Source: an optimization exercise on an open RTL-to-GDS flow (aim: small area). Production flows keep margins and buffers that such runs may drop.
In this exercise RTL edits were held to simulation tests only and were not proved equivalent to the original.
No driver is modelled on the clock port, so clocking that relies on it looks cheaper here than on a real chip.
Power and IR drop assume default switching activity.

===== config.mk =====
export PLATFORM = sky130hd
export DESIGN_NAME = exam1
export DESIGN_NICKNAME = exam1
export VERILOG_FILES = /design/flow/design.v
export SDC_FILE = /design/flow/constraint.sdc
export NUM_CORES = 4
export LEC_CHECK = 0
export ABC_AREA = 1
export CAP_MARGIN = 20
export CORE_MARGIN = 2
export CORE_UTILIZATION = 40
export SLEW_MARGIN = 20

===== design.v =====
module exam1(rst,key_in,clk,rw,rs,en,data,intr_n,cs_n,rd_n,wr_n,data_reg,adata,key);
 input clk,rst;
 input [7:0] adata;
 input intr_n;
 output cs_n,rd_n,wr_n;
 output rs,en,rw;
 output [7:0] data;
 output reg [7:0] data_reg;
 input [1:0] key_in;
 output key;
 assign key = 1'b0;
 assign rw  = 1'b0;
 reg [2:0] cj;
 reg lcd_clk;
 wire c5 = cj[2] & ~cj[1];
 wire lcd_tick = c5 & ~lcd_clk;
 assign en = lcd_clk;
 always @(posedge clk or negedge rst)
   if (!rst) begin
     cj <= 3'b000;
     lcd_clk <= 1'b0;
   end else begin
     cj <= {cj[1:0], ~cj[2]};
     lcd_clk <= lcd_clk ^ c5;
   end
 reg [3:0] ast;
 wire a_start = (ast == 4'd11);
 wire a_wait  = (ast == 4'd12);
 wire a_read  = (ast == 4'd13) | (ast == 4'd14) | (ast == 4'd15);
 assign wr_n = ~a_start;
 assign rd_n = ~a_read;
 assign cs_n = ~(a_start | a_read);
 always @(posedge clk or negedge rst)
   if (!rst) begin
     ast <= 4'd0;
     data_reg <= 8'd0;
   end else if (lcd_tick) begin
     if (!(a_wait & intr_n)) ast <= ast + 4'd1;
     if (ast == 4'd15) data_reg <= adata;
   end
 reg flag;
 reg [2:0] cnt;
 reg [5:0] sec, mins;
 reg [4:0] hr;
 wire flag_now = key_in[1] & ~key_in[0] | flag & ~(~key_in[1] & key_in[0]);
 wire e0 = (cnt == 3'd6);
 wire sw = (sec == 6'd59);
 wire mw = (mins == 6'd59);
 wire hw = (hr == 5'd23);
 always @(posedge clk or negedge rst)
   if (!rst) begin
     flag <= 1'b1;
     cnt <= 3'd0;
     sec <= 0; mins <= 0; hr <= 0;
   end else begin
     flag <= flag_now;
     if (cnt == 3'd4) cnt <= 3'd6;
     else if (cnt == 3'd6) cnt <= {2'b00, flag_now};
     else if (flag_now) cnt <= cnt + 3'd1;
     if (e0) begin
       sec <= sw ? 6'd0 : sec + 6'd1;
       if (sw) begin
         mins <= mw ? 6'd0 : mins + 6'd1;
         if (mw) hr <= hw ? 5'd0 : hr + 5'd1;
       end
     end
   end
 function [4:0] d10;   
   input [4:0] t;
   d10 = (t >= 5'd10) ? {1'b1, t[3:0] - 4'd10} : {1'b0, t[3:0]};
 endfunction
 wire k5 = ~((~data_reg[7]) | (~data_reg[6] & ~data_reg[5]));
 wire [2:0] v5 = {(data_reg[7] & ~data_reg[6] & ~data_reg[5]), ~((~data_reg[6]) | (data_reg[7] & ~data_reg[5])), (~data_reg[7] & data_reg[5]) | (data_reg[7] & data_reg[6] & ~data_reg[5])};
 wire k4 = ~((~v5[2] & ~v5[1]) | (~v5[2] & ~v5[0] & ~data_reg[4]));
 wire [2:0] v4 = {(v5[2] & data_reg[4]) | (v5[1] & ~v5[0] & ~data_reg[4]), (v5[2] & ~data_reg[4]) | (~v5[1] & v5[0]) | (v5[0] & data_reg[4]), (v5[2] & ~data_reg[4]) | (~v5[2] & ~v5[1] & data_reg[4]) | (v5[1] & v5[0] & ~data_reg[4])};
 wire k3 = ~((~v4[2] & ~v4[1]) | (~v4[2] & ~v4[0] & ~data_reg[3]));
 wire [2:0] v3 = {(v4[2] & data_reg[3]) | (v4[1] & ~v4[0] & ~data_reg[3]), (v4[2] & ~data_reg[3]) | (~v4[1] & v4[0]) | (v4[0] & data_reg[3]), (v4[2] & ~data_reg[3]) | (~v4[2] & ~v4[1] & data_reg[3]) | (v4[1] & v4[0] & ~data_reg[3])};
 wire k2 = ~((~v3[2] & ~v3[1]) | (~v3[2] & ~v3[0] & ~data_reg[2]));
 wire [2:0] v2 = {(v3[2] & data_reg[2]) | (v3[1] & ~v3[0] & ~data_reg[2]), (v3[2] & ~data_reg[2]) | (~v3[1] & v3[0]) | (v3[0] & data_reg[2]), (v3[2] & ~data_reg[2]) | (~v3[2] & ~v3[1] & data_reg[2]) | (v3[1] & v3[0] & ~data_reg[2])};
 wire k1 = ~((~v2[2] & ~v2[1]) | (~v2[2] & ~v2[0] & ~data_reg[1]));
 wire [2:0] v1 = {(v2[2] & data_reg[1]) | (v2[1] & ~v2[0] & ~data_reg[1]), (v2[2] & ~data_reg[1]) | (~v2[1] & v2[0]) | (v2[0] & data_reg[1]), (v2[2] & ~data_reg[1]) | (~v2[2] & ~v2[1] & data_reg[1]) | (v2[1] & v2[0] & ~data_reg[1])};
 wire k0 = ~((~v1[2] & ~v1[1]) | (~v1[2] & ~v1[0] & ~data_reg[0]));
 wire [2:0] v0 = {(v1[2] & data_reg[0]) | (v1[1] & ~v1[0] & ~data_reg[0]), (v1[2] & ~data_reg[0]) | (~v1[1] & v1[0]) | (v1[0] & data_reg[0]), (v1[2] & ~data_reg[0]) | (~v1[2] & ~v1[1] & data_reg[0]) | (v1[1] & v1[0] & ~data_reg[0])};
 wire [5:0] q = {k5, k4, k3, k2, k1, k0};
 wire [4:0] u2 = d10({1'b0, q[5:2]});
 wire [4:0] u1 = d10({u2[3:0], q[1]});
 wire [4:0] u0 = d10({u1[3:0], q[0]});
 wire [3:0] ad_h = {1'b0, u2[4], u1[4], u0[4]};
 wire [3:0] ad_t = u0[3:0];
 wire [3:0] ad_o = {v0, 1'b0};
 reg [5:0] p;
 always @(posedge clk or negedge rst)
   if (!rst) p <= 6'd51;
   else if (lcd_tick) p <= (p == 6'd26) ? 6'd56 : p + 6'd1;
 reg [3:0] dig;
 assign rs = ~((p[5] & ~p[3]) | (p[5] & ~p[2] & ~p[1] & ~p[0]) | (~p[4] & p[3] & ~p[2] & ~p[1] & p[0]));
 assign data[4] = ~((~p[4] & ~p[2] & ~p[1]) | (~p[4] & ~p[1] & ~p[0]) | (p[3] & ~p[2]) | (p[3] & ~p[1]) | (p[3] & ~p[0]) | (p[4] & ~p[2] & p[1] & ~p[0]) | (p[4] & p[2] & ~p[1] & p[0]) | (p[5] & p[1]));
 assign data[5] = (~p[5] & p[4]) | (p[3] & p[2] & p[1] & ~p[0]) | (~p[4] & p[2] & ~p[1]) | (~p[5] & ~p[2] & p[1] & p[0]) | (~p[4] & ~p[3] & p[1] & ~p[0]) | (~p[5] & p[3] & p[2]) | (p[5] & ~p[3] & ~p[1] & ~p[0]) | (~p[5] & p[3] & ~p[1] & ~p[0]);
 assign data[6] = (~p[4] & ~p[3] & ~p[2] & ~p[1]) | (~p[4] & ~p[3] & p[2] & p[1] & p[0]) | (p[3] & p[2] & ~p[1]) | (p[5] & p[3] & p[0]) | (~p[4] & p[3] & ~p[2] & p[0]) | (~p[4] & p[3] & p[1] & ~p[0]) | (p[5] & ~p[2] & p[1] & ~p[0]);
 assign data[7] = (p[5] & ~p[2] & ~p[1] & ~p[0]) | (~p[4] & p[3] & ~p[2] & ~p[1] & p[0]);
 wire isdig = ~((~p[4] & ~p[2] & ~p[1]) | (~p[4] & ~p[1] & ~p[0]) | (~p[4] & p[2] & p[1] & p[0]) | (p[3]) | (~p[2] & p[1] & ~p[0]) | (p[5]) | (p[4] & p[2] & ~p[1] & p[0]));
 wire lo0 = ~((~p[5] & p[4] & p[3]) | (p[5] & ~p[3] & ~p[1]) | (p[3] & ~p[2] & ~p[1]) | (~p[5] & p[1] & p[0]) | (~p[4] & ~p[3] & ~p[0]) | (p[5] & p[2] & ~p[0]) | (p[5] & ~p[2] & p[0]));
 wire lo1 = (~p[4] & p[1] & ~p[0]) | (~p[4] & p[2]) | (p[5] & p[2] & ~p[1] & p[0]) | (~p[4] & ~p[3] & p[0]) | (~p[3] & p[2] & p[1] & ~p[0]);
 wire lo2 = ~((p[3] & p[2] & p[1]) | (p[3] & ~p[2] & ~p[1]) | (~p[4] & ~p[1] & p[0]) | (~p[4] & p[1] & ~p[0]) | (p[4] & ~p[3] & p[1] & p[0]) | (~p[5] & p[4] & p[3]) | (p[5] & ~p[3] & ~p[1] & ~p[0]));
 wire lo3 = ~((p[3] & ~p[2] & ~p[0]) | (~p[5] & ~p[2] & ~p[1]) | (p[4] & p[2] & p[1]) | (~p[3] & p[1] & p[0]) | (~p[4] & ~p[1] & p[0]));
 assign data[3:0] = isdig ? dig : {lo3, lo2, lo1, lo0};
 wire f_h = (p[3]) | (~p[2] & ~p[1]);
 wire f_m = (p[4] & ~p[2] & p[1]);
 wire f_s = (p[4] & p[2]);
 wire f_q = (~p[4] & ~p[0]);
 wire p_t = (~p[2] & p[1] & ~p[0]) | (p[3]) | (p[4] & p[2] & p[0]);
 wire p_o = ~((~p[2] & p[1] & ~p[0]) | (p[2] & p[0]));
 wire p_a = (~p[4] & ~p[3] & p[0]);
 wire [5:0] fv = ({6{f_h}} & {1'b0, hr}) | ({6{f_m}} & mins) | ({6{f_s}} & sec) | ({6{f_q}} & q);
 wire [4:0] w2 = {~((~fv[5]) | (~fv[4] & ~fv[3])), (fv[5] & ~fv[4] & ~fv[3]), ~((~fv[4]) | (fv[5] & ~fv[3])), (~fv[5] & fv[3]) | (fv[5] & fv[4] & ~fv[3]), (fv[2])};
 wire [4:0] w1 = {~((~w2[3] & ~w2[2]) | (w2[2] & ~w2[1] & ~w2[0])), (w2[2] & ~w2[1] & ~w2[0]) | (w2[3] & w2[0]), (~w2[2] & w2[1]) | (w2[3] & ~w2[0]) | (w2[1] & w2[0]), (~w2[3] & ~w2[2] & w2[0]) | (w2[3] & ~w2[0]) | (w2[2] & w2[1] & ~w2[0]), (fv[1])};
 wire [4:0] w0 = {~((~w1[3] & ~w1[2]) | (w1[2] & ~w1[1] & ~w1[0])), (w1[2] & ~w1[1] & ~w1[0]) | (w1[3] & w1[0]), (~w1[2] & w1[1]) | (w1[3] & ~w1[0]) | (w1[1] & w1[0]), (~w1[3] & ~w1[2] & w1[0]) | (w1[3] & ~w1[0]) | (w1[2] & w1[1] & ~w1[0]), (fv[0])};
 wire [3:0] dsel = ({4{p_t}} & {1'b0, w2[4], w1[4], w0[4]}) | ({4{p_o}} & w0[3:0]) | ({4{p_a}} & ad_o);
 always @(posedge clk)
   if (lcd_tick) dig <= dsel;
endmodule

===== constraint.sdc =====
create_clock -name core_clock -period 20.0 [get_ports {clk}]
set_input_delay 4.0000 -clock core_clock [delete_from_list [all_inputs] [get_ports {clk}]]
set_output_delay 4.0000 -clock core_clock [all_outputs]
set_load 0.01 [all_outputs]

===== standard.sh =====
#!/bin/bash
# synth_recipe.tcl (not shown) runs the flow's synth.tcl, then flattens the netlist and writes it again
# the make line also repeats each setting of config.mk as NAME=value (left out here)
make -C /OpenROAD-flow-scripts/flow DESIGN_CONFIG=/design/flow/config.mk WORK_HOME=/design/flow/orfs CLKGATE_MAP_FILE= SYNTH_SCRIPT=/design/flow/synth_recipe.tcl "${@:-finish}"

===== flow/area.abc =====
strash
&get -n
&deepsyn -I 4 -J 50
&dch -f
&nf -R 1000
&put
mfs3 -a -e -H 6 -K 8 -R 4
mfs3 -a -e -H 6 -K 8 -R 4 -r

===== flow/cts1.tcl =====
set R $::env(RESULTS_DIR)
read_liberty $::env(LIB_FILES)
read_db $R/3_place.odb
read_sdc $R/3_place.sdc
source $::env(PLATFORM_DIR)/setRC.tcl
set K $::env(MY_CLK_K)
set block [ord::get_db_block]
set net [$block findNet clk]
set dbu [[ord::get_db_tech] getDbUnitsPerMicron]
set pins {}
set pts {}
foreach it [$net getITerms] {
  set inst [$it getInst]
  set loc [$inst getLocation]
  lappend pins "[$inst getName]/[[$it getMTerm] getName]"
  lappend pts [list [expr {double([lindex $loc 0]) / $dbu}] [expr {double([lindex $loc 1]) / $dbu}]]
}
set n [llength $pts]
# balanced clusters: split the sinks recursively along the longer side of
# their bounding box, in proportion to the number of buffers on each side
proc split_sinks {idx pts k} {
  if {$k <= 1} { return [list $idx] }
  set xs {}; set ys {}
  foreach i $idx { lappend xs [lindex $pts $i 0]; lappend ys [lindex $pts $i 1] }
  set xs [lsort -real $xs]; set ys [lsort -real $ys]
  set axis [expr {([lindex $xs end] - [lindex $xs 0]) >= ([lindex $ys end] - [lindex $ys 0]) ? 0 : 1}]
  set keyed {}
  foreach i $idx { lappend keyed [list [lindex $pts $i $axis] $i] }
  set srt {}
  foreach e [lsort -real -index 0 $keyed] { lappend srt [lindex $e 1] }
  set k1 [expr {$k / 2}]
  set n1 [expr {int(round(double([llength $idx]) * $k1 / $k))}]
  return [concat [split_sinks [lrange $srt 0 [expr {$n1 - 1}]] $pts $k1] \
                 [split_sinks [lrange $srt $n1 end] $pts [expr {$k - $k1}]]]
}
set idxs {}
for {set i 0} {$i < $n} {incr i} { lappend idxs $i }
set groups [split_sinks $idxs $pts $K]
set asg [lrepeat $n 0]
set cs {}
set k 0
foreach g $groups {
  set sx 0; set sy 0
  foreach i $g { lset asg $i $k; set sx [expr {$sx + [lindex $pts $i 0]}]; set sy [expr {$sy + [lindex $pts $i 1]}] }
  lappend cs [list [expr {$sx / [llength $g]}] [expr {$sy / [llength $g]}]]
  incr k
}
for {set k 0} {$k < $K} {incr k} {
  set lp {}
  foreach pn $pins a $asg { if {$a == $k} { lappend lp [get_pins $pn] } }
  if {[llength $lp] == 0} continue
  puts "cluster $k: [llength $lp] sinks at [lindex $cs $k]"
  insert_buffer -buffer_cell $::env(MY_CLK_BUF) -load_pins $lp -location [lindex $cs $k] -buffer_name clkbuf_leaf_$k -net_name clknet_leaf_$k
}
set_propagated_clock [all_clocks]
detailed_placement
check_placement -verbose
estimate_parasitics -placement
report_clock_skew
report_checks -path_delay min
report_checks -path_delay max
report_check_types -max_slew -max_capacitance -violators
write_db $R/4_1_cts.odb
write_db $R/4_cts.odb
write_sdc $R/4_cts.sdc

===== flow/run.sh =====
#!/bin/bash
# Own layout flow: the standard ORFS flow, with these changes:
#  - synthesis maps the logic with an area-oriented ABC script (flow/area.abc)
#    and skips the half/full-adder extraction; registers are mapped exactly
#    as in the standard synthesis (same passes, same dfflibmap).
#  - ports are buffered with sky130_fd_sc_hd__buf_1.
#  - the clock reaches all flip-flops through a single clock buffer
#    (flow/cts1.tcl) instead of the CTS H-tree.
set -euo pipefail
W=$PWD
sed 's|log_cmd abc {\*}$abc_args|log_cmd abc {*}[lreplace $abc_args 1 1 $::env(MY_ABC_SCRIPT)]|' \
  "$FLOW_HOME/scripts/synth.tcl" > "$W/my_synth_core.tcl"
grep -q MY_ABC_SCRIPT "$W/my_synth_core.tcl"
sed "s|\$::env(SCRIPTS_DIR)/synth.tcl|$W/my_synth_core.tcl|" synth_recipe.tcl > "$W/my_synth.tcl"
grep -q my_synth_core "$W/my_synth.tcl"
export MY_ABC_SCRIPT="$W/flow/area.abc"
export MY_CLK_BUF=${MY_CLK_BUF:-sky130_fd_sc_hd__clkbuf_8}
export MY_CLK_K=${MY_CLK_K:-3}
ARGS=(SYNTH_SCRIPT="$W/my_synth.tcl" ADDER_MAP_FILE= "BUFFER_PORTS_ARGS=-buffer_cell sky130_fd_sc_hd__buf_1")
bash standard.sh "${ARGS[@]}" synth > "$W/synth.log" 2>&1
bash standard.sh "${ARGS[@]}" place > "$W/place.log" 2>&1
R=$W/orfs/results/sky130hd/exam1/base
export RESULTS_DIR=$R
export LIB_FILES=$FLOW_HOME/platforms/sky130hd/lib/sky130_fd_sc_hd__tt_025C_1v80.lib
export PLATFORM_DIR=$FLOW_HOME/platforms/sky130hd
openroad -no_init -exit "$W/flow/cts1.tcl" > "$W/cts1.log" 2>&1
bash standard.sh "${ARGS[@]}" finish > "$W/finish.log" 2>&1

==> flow_metrics.env, run 1 <==
export IMPL_synth_avg_cell_area_sq_um=8.73
export IMPL_r2r_slack_ns=15.14
export IMPL_reg2reg_to="dig[1]"
export IMPL_synthArstFlopShare_pct=91.5
export IMPL_layout_setup_ws_ns=12.59
export IMPL_hold_viol_final=0
export IMPL_slowest_delay_ns=0.77
export IMPL_synth_area_sq_mm=0.00263
export IMPL_worst_path_stages=12
export IMPL_synth_xor_area_share_pct=4.33
export IMPL_path_clk_slew_ns=0.11
export IMPL_reg2reg_depth=24
export IMPL_dieArea_sq_mm=0.00724
export IMPL_final_antenna_net_count=0
export IMPL_cp_end_kind="primary output"
export IMPL_setup_viol=0
export IMPL_drive_gt1_share_pct=2.97
export IMPL_ys_seq_area_share_pct=45.7
export IMPL_hold_depth=0
export IMPL_io_pins=36
export IMPL_crit_end="data[0]"
export IMPL_ys_types=42
export IMPL_cpLargestDelayFamily="simple AND/OR/NAND/NOR gates"
export IMPL_critPathMaxFanout=21
export IMPL_synth_top_area_share_pct=36.2
export IMPL_grt_pass1_vias=2099
export IMPL_gp_congestion=0.811
export IMPL_grt_usage_pct=15.6
export IMPL_nFillCells=631
export IMPL_die_y_um=85.1
export IMPL_timing_rr_start="data_reg[5]"
export IMPL_syn_inst=301
export IMPL_hpwl_um=4100
export IMPL_rsz0062_at_grt="no"
export IMPL_cp_num_buf_inv=2
export IMPL_worstSetupStartpointType="flip-flop"
export IMPL_synth_top_family_by_area="simple AND/OR/NAND/NOR gates"
export IMPL_grt_pass1_wl_um=9760
export IMPL_io_buffers=33
export IMPL_die_w_um=85.1
export IMPL_report_final_slew_viol_count=0
export IMPL_preCtsSetupSlack_ns=12.84
export IMPL_ir_worst_vdd_v=0.0000492
export IMPL_cpMaxStageDelayCell="dfstp_2"
export IMPL_coreArea_sq_mm=0.00635
export IMPL_fin_worst_skew_ns=0.0106
export IMPL_cp_startpoint="p[0]"
export IMPL_synth_flop_cell="dfrtp_1"
export IMPL_cpMostUsedCell="nor2_1"
export IMPL_wire_per_inst_um=13.6
export IMPL_p_leak_nw=1.18
export IMPL_multi_input_area_sq_mm=0.00138
export IMPL_viasPerCell=5.67
export IMPL_num_antenna_cells=0
export IMPL_worstSetupPathType="reg2out"
export IMPL_power_density_mw_per_mm2=71.7
export IMPL_yosysWarnings=1
export IMPL_synth_simple_area_share_pct=22.8
export IMPL_drtIter0Drc=193
export IMPL_hold_class="reg2reg"
export IMPL_fmax_mhz=135
export IMPL_grt_antenna_before_repair=0
export IMPL_synth_fa_ha_area_share_pct=0
export IMPL_routed_wirelength_um=5630
export IMPL_slew_limit_headroom_pct=42.3
export IMPL_rows=29
export IMPL_regArea_sq_mm=0.00120
export IMPL_insertion_delay_ns=0.16
export IMPL_syn_to_final_growth_pct=9.85
export IMPL_synth_compound_area_share_pct=21.3
export IMPL_yosysTopAreaCell="dfrtp_1"
export IMPL_synth_area_top_cells="dfrtp_1, a21oi_1, nor2_1"
export IMPL_worstPathRequired_ns=16.00
export IMPL_overflow=0
export IMPL_initial_core_util_pct=41.4
export IMPL_synth_seq_cells=47
export IMPL_path_cells="clkinv_1, a21oi_1, nor2_1, o21ai_0, nor2_1, nand3b_1, o211ai_1, a21o_1, nor4_1, nor2_1, a32o_1, buf_1"
export IMPL_min_period_ns=7.41
export IMPL_largest_register_ffs=8
export IMPL_synth_edff_count=4
export IMPL_final_cell_mix="nor2_1, dfrtp_1, a21oi_1"
export IMPL_grt_max_degree=44
export IMPL_outcome="no timing/DRC/antenna violations"
export IMPL_fin_nets=352
export IMPL_via_count=2348
export IMPL_drtPass1Iterations=5
export IMPL_cap_viol_max_count=0
export IMPL_final_common_cell="nor2_1"
export IMPL_finalCritPeriodShare_pct=37.1
export IMPL_worst_pin_slew_ns=0.858
export IMPL_drc=0
export IMPL_setup_tns_ns=0
export IMPL_synthMuxAreaShare_pct=3.81
export IMPL_arrival_ns=3.41
worst register-to-register path: stages, from the launching register on:
cell,delay (ns)
dfrtp_1,0.42
nand2b_1,0.19
o21ai_0,0.31
a21oi_1,0.15
a21oi_1,0.27
a21oi_1,0.11
nor2_1,0.21
a21oi_1,0.12
or3_1,0.33
a21oi_1,0.31
nor2_1,0.10
a21o_1,0.17
nor2_1,0.11
nor2_1,0.06
nor2_1,0.24
nor2_1,0.10
o21ai_0,0.41
or3_1,0.21
nand3_1,0.08
nand2_1,0.10
clkinv_1,0.11
nand3_1,0.13
o22ai_1,0.09
o21ai_0,0.17
nand3_1,0.10
power by group:
group          internal [mW]  total, mW  switching [mW]
Sequential             0.110      0.122          0.0123
Combinational         0.0198     0.0455          0.0257
Clock                 0.0140     0.0397          0.0257
cells by family (layout without fill, tap and decap cells):
group	Yosys count	after routing
XOR/XNOR	13	13
AND/OR/NAND/NOR	130	130
buffers and inverters	11	46
flip-flops	47	47
other	1	2
AO/OA/AOI/OAI	90	90
multiplexers	9	9
final cells by class:
type | instances | area share [%]
Multi-Input combinational cell | 244 | 47.8
Sequential cell | 47 | 41.6
Timing Repair Buffer | 34 | 4.59
Tap cell | 77 | 3.34
Clock buffer | 3 | 1.43
Inverter | 9 | 1.17
Yosys cell counts, types with 2 or more instances:
library cell and instances:
clkinv_1 9, a22oi_1 2, o31a_1 2, o22ai_1 5, and3_1 6, a31oi_1 3
xnor2_1 9, nand2_1 33, o211ai_1 3, nor2b_1 6, a32o_1 2, and2_0 4
or3_1 3, dfrtp_1 38, a222oi_1 3, a21oi_1 35, o21a_1 3, buf_4 2
xor2_1 4, nor2_1 46, nand4b_1 2, a211oi_1 4, a21o_1 5, nand3_1 16
dfstp_2 5, nand4_1 2, edfxtp_1 4, a32oi_1 2, nor3_1 3, mux2_1 8
or2_0 3, nand2b_1 3, o21ai_0 17
metrics by stage:
stage / hold WS [ns] / instances / cell area (sq um) / utilization [%] / total power, mW
3_5_place_dp: 0.344 / 411 / 2850 / 44.8 / 0.170
3_3_place_gp: 0.337 / 411 / 2850 / 44.8 / 0.168
6_report: 0.363 / 414 / 2890 / 45.5 / 0.207
5_1_grt: 0.369 / 414 / 2890 / 45.5 / 0.221
2_1_floorplan: 0.331 / 302 / 2630 / - / 0.156
routing by layer:
metal | vias to the layer above | track usage (%) | wire (um)
li1 | 1163 | - | -
met1 | 1097 | 24.3 | 2750
met2 | 76 | 24.6 | 2470
met3 | 12 | 0.875 | 318
met4 | 0 | 2.31 | 92
met5 | - | 0 | 0
worst min-delay path by stage:
stage / start / to / slack, ns
floorplan: cj[0] / cj[1] / 0.33
global placement: cj[0] / cj[1] / 0.34
detailed placement: cj[0] / cj[1] / 0.34
global route: cj[0] / cj[1] / 0.37
finish: cj[0] / cj[1] / 0.36
==> run 2, diff against run 1 <==
==> flow/area.abc (replaced) <==
strash
&get -n
&deepsyn -I 4 -J 50
&dch -f
&nf -R 1000
&put
mfs3 -a -e -H 6 -K 8 -R 4
mfs3 -a -e -H 6 -K 8 -R 4 -r
strash
&get -n
&deepsyn -I 4 -J 50
&dch -f
&nf -R 1000
&put
mfs3 -a -e -H 6 -K 8 -R 4
mfs3 -a -e -H 6 -K 8 -R 4 -r
==> run 2 against run 1 <==
Effect of this change: critical path depth fell by 1; fmax rose by 7.6%; sequential power barely moved; sequential share of layout area rose by 0.072 points; combinational power rose by 11%; critical path type unchanged; via count fell by 4.4%; critical endpoint unchanged; first-iteration DRC count fell by 46%.
==> flow_metrics.env, run 2 <==
export IMPL_outcome="no timing/DRC/antenna violations"
export IMPL_largest_register_ffs=8
export IMPL_power_density_mw_per_mm2=73.1
export IMPL_fin_nets=351
export IMPL_worst_pin_slew_ns=0.541
export IMPL_initial_core_util_pct=41.3
export IMPL_hold_viol_final=0
export IMPL_grt_pass1_vias=2155
export IMPL_die_w_um=85.0
export IMPL_fin_worst_skew_ns=0.00261
export IMPL_synth_top_area_share_pct=36.3
export IMPL_intPower_uw=146
export IMPL_worstPathRequired_ns=16.00
export IMPL_coreArea_sq_mm=0.00635
export IMPL_fmax_mhz=145
export IMPL_ys_seq_area_share_pct=45.9
export IMPL_synth_edff_count=4
export IMPL_synth_area_top_cells="dfrtp_1, a21oi_1, nor2_1"
export IMPL_path_clk_slew_ns=0.09
export IMPL_grtUsageMet3_pct=1.07
export IMPL_cpLargestDelayFamily="simple AND/OR/NAND/NOR gates"
export IMPL_power_share_switching_pct=30.9
export IMPL_yosysWarnings=1
export IMPL_grtUsageMet2_pct=26.5
export IMPL_r2r_slack_ns=15.59
export IMPL_drtIter0Drc=104
export IMPL_stdcell_area_sq_mm=0.00288
export IMPL_viasPerCell=5.44
export IMPL_io_buffers=33
export IMPL_finalCritPeriodShare_pct=34.4
export IMPL_final_cell_mix="nor2_1, dfrtp_1, a21oi_1"
export IMPL_hold_depth=0
export IMPL_drtPass1Iterations=4
export IMPL_cap_viol_max_count=0
export IMPL_ir_worst_vdd_v=0.0000489
export IMPL_cp_num_buf_inv=1
export IMPL_num_antenna_cells=0
export IMPL_overflow=0
export IMPL_worst_path_stages=11
export IMPL_cp_end_kind="primary output"
export IMPL_grt_max_degree=44
export IMPL_synth_avg_cell_area_sq_um=8.74
export IMPL_yosysTopAreaCell="dfrtp_1"
export IMPL_worstSetupPathType="reg2out"
export IMPL_layout_setup_ws_ns=13.11
export IMPL_reg2reg_depth=22
export IMPL_syn_inst=300
export IMPL_wire_per_inst_um=13.3
export IMPL_netSwitchingPower_uw=65.1
export IMPL_place_area_sq_mm=0.00284
export IMPL_synthArstFlopShare_pct=91.5
export IMPL_pwr_share_comb_pct=23.9
export IMPL_setup_tns_ns=0
export IMPL_critPathMaxFanout=15
export IMPL_synth_area_sq_mm=0.00262
export IMPL_yosysMostFrequentCell="nor2_1"
export IMPL_worstSetupStartpointType="flip-flop"
export IMPL_arrival_ns=2.89
export IMPL_cpMaxStageDelayCell="dfstp_2"
export IMPL_grt_usage_pct=15.8
export IMPL_final_common_cell="nor2_1"
export IMPL_path_cells="a21oi_1, nor2_1, nor2_1, nor3_1, nand2_1, o311ai_0, a21oi_1, and3_1, nand2b_1, o41ai_1, buf_1"
export IMPL_grt_pass1_wl_um=9730
export IMPL_drive_gt1_share_pct=2.98
export IMPL_power_frac_seq_pct=58.6
export IMPL_p_leak_nw=1.16
export IMPL_use_met1_pct=22.9
export IMPL_final_antenna_net_count=0
export IMPL_ys_types=42
export IMPL_preCtsSetupSlack_ns=13.36
export IMPL_rsz0062_at_grt="no"
export IMPL_rows=29
export IMPL_via_count=2245
export IMPL_hold_class="reg2reg"
export IMPL_min_period_ns=6.89
export IMPL_grt_busiest_layer="met2"
export IMPL_hpwl_um=4180
export IMPL_synth_seq_cells=47
export IMPL_dieArea_sq_mm=0.00722
export IMPL_gp_congestion=0.843
export IMPL_slew_limit_headroom_pct=63.9
export IMPL_yosys_top_cells_count="nor2_1, dfrtp_1, a21oi_1, nand2_1, o21ai_0"
export IMPL_layout_cells_non_filler=413
export IMPL_syn_to_final_growth_pct=9.98
export IMPL_grt_antenna_before_repair=0
export IMPL_clock_power_share_pct=17.6
export IMPL_routed_wirelength_um=5480
export IMPL_drc=0
export IMPL_hold_ws_ns=0.376
export IMPL_report_final_slew_viol_count=0
export IMPL_synth_flop_cell="dfrtp_1"
export IMPL_place_inst=410
export IMPL_insertion_delay_ns=0.15
export IMPL_io_pins=36
export IMPL_slowest_delay_ns=0.70
export IMPL_die_y_um=85.0
export IMPL_setup_viol=0
==> run 2: cell types whose count changed in the layout (fill, tap and decap cells not counted), moves of 3 or more <==
cell / previous run / this run
nand2b_1: 3 / 6
a21o_1: 5 / 0
or3_1: 3 / 0
nor3_1: 3 / 12
nand3_1: 16 / 6
and2_0: 4 / 9
o22ai_1: 5 / 1
==> run 2: layout make-up <==
class,instances,area [sq um]
sequential,47,1200
inverter,7,26.3
multi-input combinational,245,1380
fill,624,3470
timing repair buffer,34,135
tap,77,96.3
clock buffer,3,41.3
==> run 2: logic make-up after synthesis <==
| group | Yosys count | synth area share (%) |
|---|---|---|
| other | 1 | 0.143 |
| and+or+nand+nor | 134 | 23.8 |
| xor gates and xnor gates | 16 | 5.35 |
| buffers and inverters | 9 | 1.58 |
| muxes | 9 | 3.82 |
| AOI/OAI and AO/OA | 84 | 19.4 |
| DFF | 47 | 45.9 |
==> run 2: power by group through the flow <==
stage	clock, mW	sequential [mW]	combinational (mW)
after floorplan	0	0.122	0.0401
after global placement	0	0.125	0.0488
after detailed placement	0	0.126	0.0503
after global routing	0.0419	0.126	0.0584
final	0.0370	0.123	0.0503
==> run 2: worst paths after layout <==
| path | endpoint | start |
|---|---|---|
| hold reg to reg | cj[1] | cj[0] |
| min in group asynchronous | mins[0] | rst |
| setup reg to reg | dig[1] | data_reg[4] |
| setup / recovery | data[0] | p[1] |
| max in group asynchronous | flag | rst |
| hold / removal | cj[1] | cj[0] |
==> run 2: worst register-to-register path: cells and delay by family, from the launching register on <==
kind                   cells  cell delay [ns]
flip-flops                 1             0.43
buffers and inverters      1             0.16
AND/OR/NAND/NOR            9             1.40
AO/OA/AOI/OAI             11             2.06
XOR/XNOR                   1             0.13
==> run 2: metal layers <==
metal,routed length [um],part of all wire [%]
met1,2700,49
met2,2480,45
met3,194,3.5
met4,100,1.8
met5,0,0
==> run 2: per-stage QoR <==
stage | utilization, % | total power, mW
finish | 45.4 | 0.211
global route | 45.4 | 0.226
detailed placement | 44.7 | 0.176
global placement | 44.7 | 0.174
floorplan | - | 0.162

-- what the ideal ports hide --
In the flow no input, the clock included, has a driving cell. The finished layouts below were timed again as built, in two steps.
Step 1 assumes that a clkbuf_16 drives the clock port and a buf_2 every other input.
Step 2 moves the port delays by t, midway between the first and last clock arrival at a register: inputs arrive t later, outputs are due t later. That takes back most of the time a late clock gives input paths.
Slacks: ideal ports / drivers / drivers and shift; pairs: ideal ports / drivers.
run | t, ns | setup slack, ns | worst hold slack (ns)
run 1 | 0.206 | 12.590 / 12.543 / 12.748 | 0.363 / 0.363 / 0.363
run 2 | 0.202 | 13.111 / 13.061 / 13.263 | 0.376 / 0.376 / 0.376
After both steps every run listed still meets setup and hold.
